What follows belongs to an exercise in optimizing a design on an open flow for small area, a short achievable clock period and few clock cycles; a production flow would make more cautious choices.

## MTX_MUL
module MTX_MUL( MP, ready, m1, m2, load, clk );
	input[7:0] m1, m2;
	input load, clk;
	output[17:0] MP;
	output ready;
	reg [4:0] cnt;
	reg pl, run, rdyn;
	wire [4:0] idx = ( load & ~pl ) ? 5'd0 : cnt;
	always @( posedge clk ) begin
		pl  <= load;
		cnt <= idx + 5'd1;
		run <= load | ( run & ( idx != 5'd31 ) );
		rdyn <= ~( run & ( idx >= 5'd15 ) & ( idx != 5'd31 ) );
	end
	reg [7:0] a [0:11];
	integer k;
	always @( posedge clk ) begin
		a[0] <= m1;
		for( k = 1; k < 12; k = k + 1 ) a[k] <= a[k-1];
	end
	reg [7:0] ar0, ar1, ar2, ar3;
	always @( posedge clk ) begin
		if( idx[1:0] == 2'b00 ) begin
			ar0 <= a[11];
			ar1 <= a[10];
		end
		if( idx[1:0] == 2'b01 ) begin
			ar2 <= a[10];
			ar3 <= a[9];
		end
	end
	reg [7:0] b0 [0:3];
	reg [7:0] b1 [0:3];
	reg [7:0] b2 [0:3];
	reg [7:0] b3 [0:3];
	always @( posedge clk ) begin
		b0[0] <= ( load && idx[3:2] == 2'd0 ) ? m2 : b0[3];
		b1[0] <= ( load && idx[3:2] == 2'd1 ) ? m2 : b1[3];
		b2[0] <= ( load && idx[3:2] == 2'd2 ) ? m2 : b2[3];
		b3[0] <= ( load && idx[3:2] == 2'd3 ) ? m2 : b3[3];
		for( k = 1; k < 4; k = k + 1 ) begin
			b0[k] <= b0[k-1];
			b1[k] <= b1[k-1];
			b2[k] <= b2[k-1];
			b3[k] <= b3[k-1];
		end
	end
	wire [7:0] b0t = b0[0];
	wire [7:0] b1t = b1[0];
	wire [7:0] b2t = b2[1];
	wire [7:0] b3t = b3[1];
	reg [16:0] cs1a, cs1b;
	reg [17:0] cs2a, cs2b;
	reg [17:0] mp;
  ...
Size in the first run: roughly 1100 cells after synthesis, ~350 flip-flops.
clock: 9.0 ns
lec_check: 0
abc_clock_period_in_ps: 4000
cap_margin: 20
core_margin: 2
core_utilization: 75
cts_buf_list: sky130_fd_sc_hd__clkbuf_8
cts_cluster_diameter: 50
cts_cluster_size: 20
setup_slack_margin: 5.0
slew_margin: 20
synth_hierarchical: 1
synth_minimum_keep_size: 0
run.sh (not shown) runs the stock make flow with config.mk's settings and CLKGATE_MAP_FILE= SYNTH_SCRIPT=/design/flow/synth_recipe.tcl, a recipe that flattens the netlist after the stock synthesis.
Edit:
==> flow/flow/run.sh (new file) <==
#!/bin/bash
# The standard layout (standard.sh), with two changes: ports are buffered with
# buf_1 instead of the default buffer, and CTS uses clkbuf_8 sink clusters
# without dummy loads. Each tool's output goes to flow.log here.
set -euo pipefail
bash standard.sh \
  "BUFFER_PORTS_ARGS=-buffer_cell sky130_fd_sc_hd__buf_1" \
  "CTS_ARGS=-sink_clustering_enable -repair_clock_nets -sink_clustering_size 20 -sink_clustering_max_diameter 50 -buf_list sky130_fd_sc_hd__clkbuf_8 -dont_use_dummy_load" \
  finish > flow.log 2>&1
==> flow/standard.sh (new file) <==
#!/bin/bash
# synth_recipe.tcl (not shown) runs the flow's synth.tcl, then flattens the netlist and writes it again
# the make line also repeats each setting of config.mk as NAME=value (left out here)
make -C /OpenROAD-flow-scripts/flow DESIGN_CONFIG=/design/flow/config.mk WORK_HOME=/design/flow/orfs CLKGATE_MAP_FILE= SYNTH_SCRIPT=/design/flow/synth_recipe.tcl "${@:-finish}"
removed: flow/run.sh
Result:
- setup slack loses 0.028 ns
- synthesized area does not change
- die area is unchanged
- design area shrinks by 2.8%
- via count decreases by 1.4%
- sequential share of layout area came out higher by 1.3 points
- wire length goes down by 1.2%
Edit:
--- a/flow/flow/run.sh
+++ b/flow/flow/run.sh
@@ -7,3 +7,3 @@
   "BUFFER_PORTS_ARGS=-buffer_cell sky130_fd_sc_hd__buf_1" \
-  "CTS_ARGS=-sink_clustering_enable -repair_clock_nets -sink_clustering_size 20 -sink_clustering_max_diameter 50 -buf_list sky130_fd_sc_hd__clkbuf_8 -dont_use_dummy_load" \
+  "CTS_ARGS=-sink_clustering_enable -repair_clock_nets -sink_clustering_size 16 -sink_clustering_max_diameter 50 -buf_list {sky130_fd_sc_hd__clkbuf_4 sky130_fd_sc_hd__clkbuf_8} -dont_use_dummy_load" \
   finish > flow.log 2>&1
- CORE_UTILIZATION: 75 -> 85
Effect: The new run ended with an error in detailed placement with DPL-0033; synthesized area is unchanged; synthesized cell count stays the same.
No run of this note included a check of the RTL's function; only the layout flow was run.


MTX_MUL, a different RTL version from the one above (not shown whole).
Size in the first run: roughly 1100 cells after synthesis, about 340 flip-flops, roughly 37 I/O pins, about 14000 um2 of cells after synthesis.
clock: 9.0 ns
lec_check: 0
abc_clock_period_in_ps: 4000
cap_margin: 20
core_margin: 2
core_utilization: 75
cts_buf_list: sky130_fd_sc_hd__clkbuf_8
cts_cluster_diameter: 50
cts_cluster_size: 20
setup_slack_margin: 5.0
slew_margin: 20
synth_hierarchical: 1
synth_minimum_keep_size: 0
standard.sh (not shown) runs the stock make flow with config.mk's settings and CLKGATE_MAP_FILE= SYNTH_SCRIPT=/design/flow/synth_recipe.tcl, a recipe that flattens the netlist after the stock synthesis.
==> flow/flow/run.sh <==
#!/bin/bash
# The standard layout (standard.sh), with three changes: ports are buffered with
# buf_1 instead of the default buffer; CTS uses clkbuf_8 sink clusters without
# dummy loads; and timing repair aims at 5.15 ns of setup slack (a 3.85 ns period),
# the clock itself staying at the design's period.
# make's output goes to flow.log here; each ORFS step also keeps its own log
# under orfs/logs/.
set -euo pipefail
bash standard.sh \
  "BUFFER_PORTS_ARGS=-buffer_cell sky130_fd_sc_hd__buf_1" \
  "CTS_ARGS=-sink_clustering_enable -repair_clock_nets -sink_clustering_size 20 -sink_clustering_max_diameter 50 -buf_list sky130_fd_sc_hd__clkbuf_8 -dont_use_dummy_load" \
  SETUP_SLACK_MARGIN=5.15 \
  finish > flow.log 2>&1
The starting point ran to the end with no violations.
Change:
--- a/flow/flow/run.sh
+++ b/flow/flow/run.sh
@@ -11,3 +11,3 @@
   "CTS_ARGS=-sink_clustering_enable -repair_clock_nets -sink_clustering_size 20 -sink_clustering_max_diameter 50 -buf_list sky130_fd_sc_hd__clkbuf_8 -dont_use_dummy_load" \
-  SETUP_SLACK_MARGIN=5.15 \
+  SETUP_SLACK_MARGIN=5.25 \
   finish > flow.log 2>&1
Effect: The new run produced a clean layout. Fmax increases by 0.51%. Utilization came out higher by 0.41 points. Synthesized area does not change. Routed wire length falls by 1.0%. Non-clock buffer count came out higher by 11. Via count came out higher by 1.5%. Sequential share of layout area came out lower by 0.20 points.
Function was not checked in any run of this note: the RTL went through the layout flow alone.

==> separate check: timing with driven ports <==
How much do the figures lean on ideal ports? The routed layouts below were timed once more, with nothing changed but the port constraints. Step 1 (the two cells are an assumption about what drives the block):
set clk [get_ports {clk}]
set_driving_cell -lib_cell sky130_fd_sc_hd__clkbuf_16 $clk
set_driving_cell -lib_cell sky130_fd_sc_hd__buf_2 [delete_from_list [all_inputs] $clk]
Step 2 times the ports against the registers' clock, not the clock port: input delays grow and output delays shrink by t, the midpoint of the rising clock arrivals with the driver on. Three values: ideal ports, drivers, drivers and shift; two values: the first two.
run | t, ns | slack for setup (ns) | slew at the worst register clock pin (ns) | worst slew at a driven data input, ns
the first run of note 1 | 0.617 | 5.046 / 5.025 / 5.025 | 0.11 / 0.11 | 0.04
the second run of note 1 | 0.588 | 5.017 / 5.000 / 5.000 | 0.11 / 0.11 | 0.03
the first run of note 2 | 0.599 | 5.098 / 5.049 / 5.049 | 0.11 / 0.11 | 0.06
the second run of note 2 | 0.583 | 5.118 / 5.073 / 5.073 | 0.11 / 0.11 | 0.06
After both steps setup and hold are still met in every run listed. For the first run of note 2, which loses most, drivers alone change the setup slack by -0.049 ns; drivers and shift together by -0.049 ns.
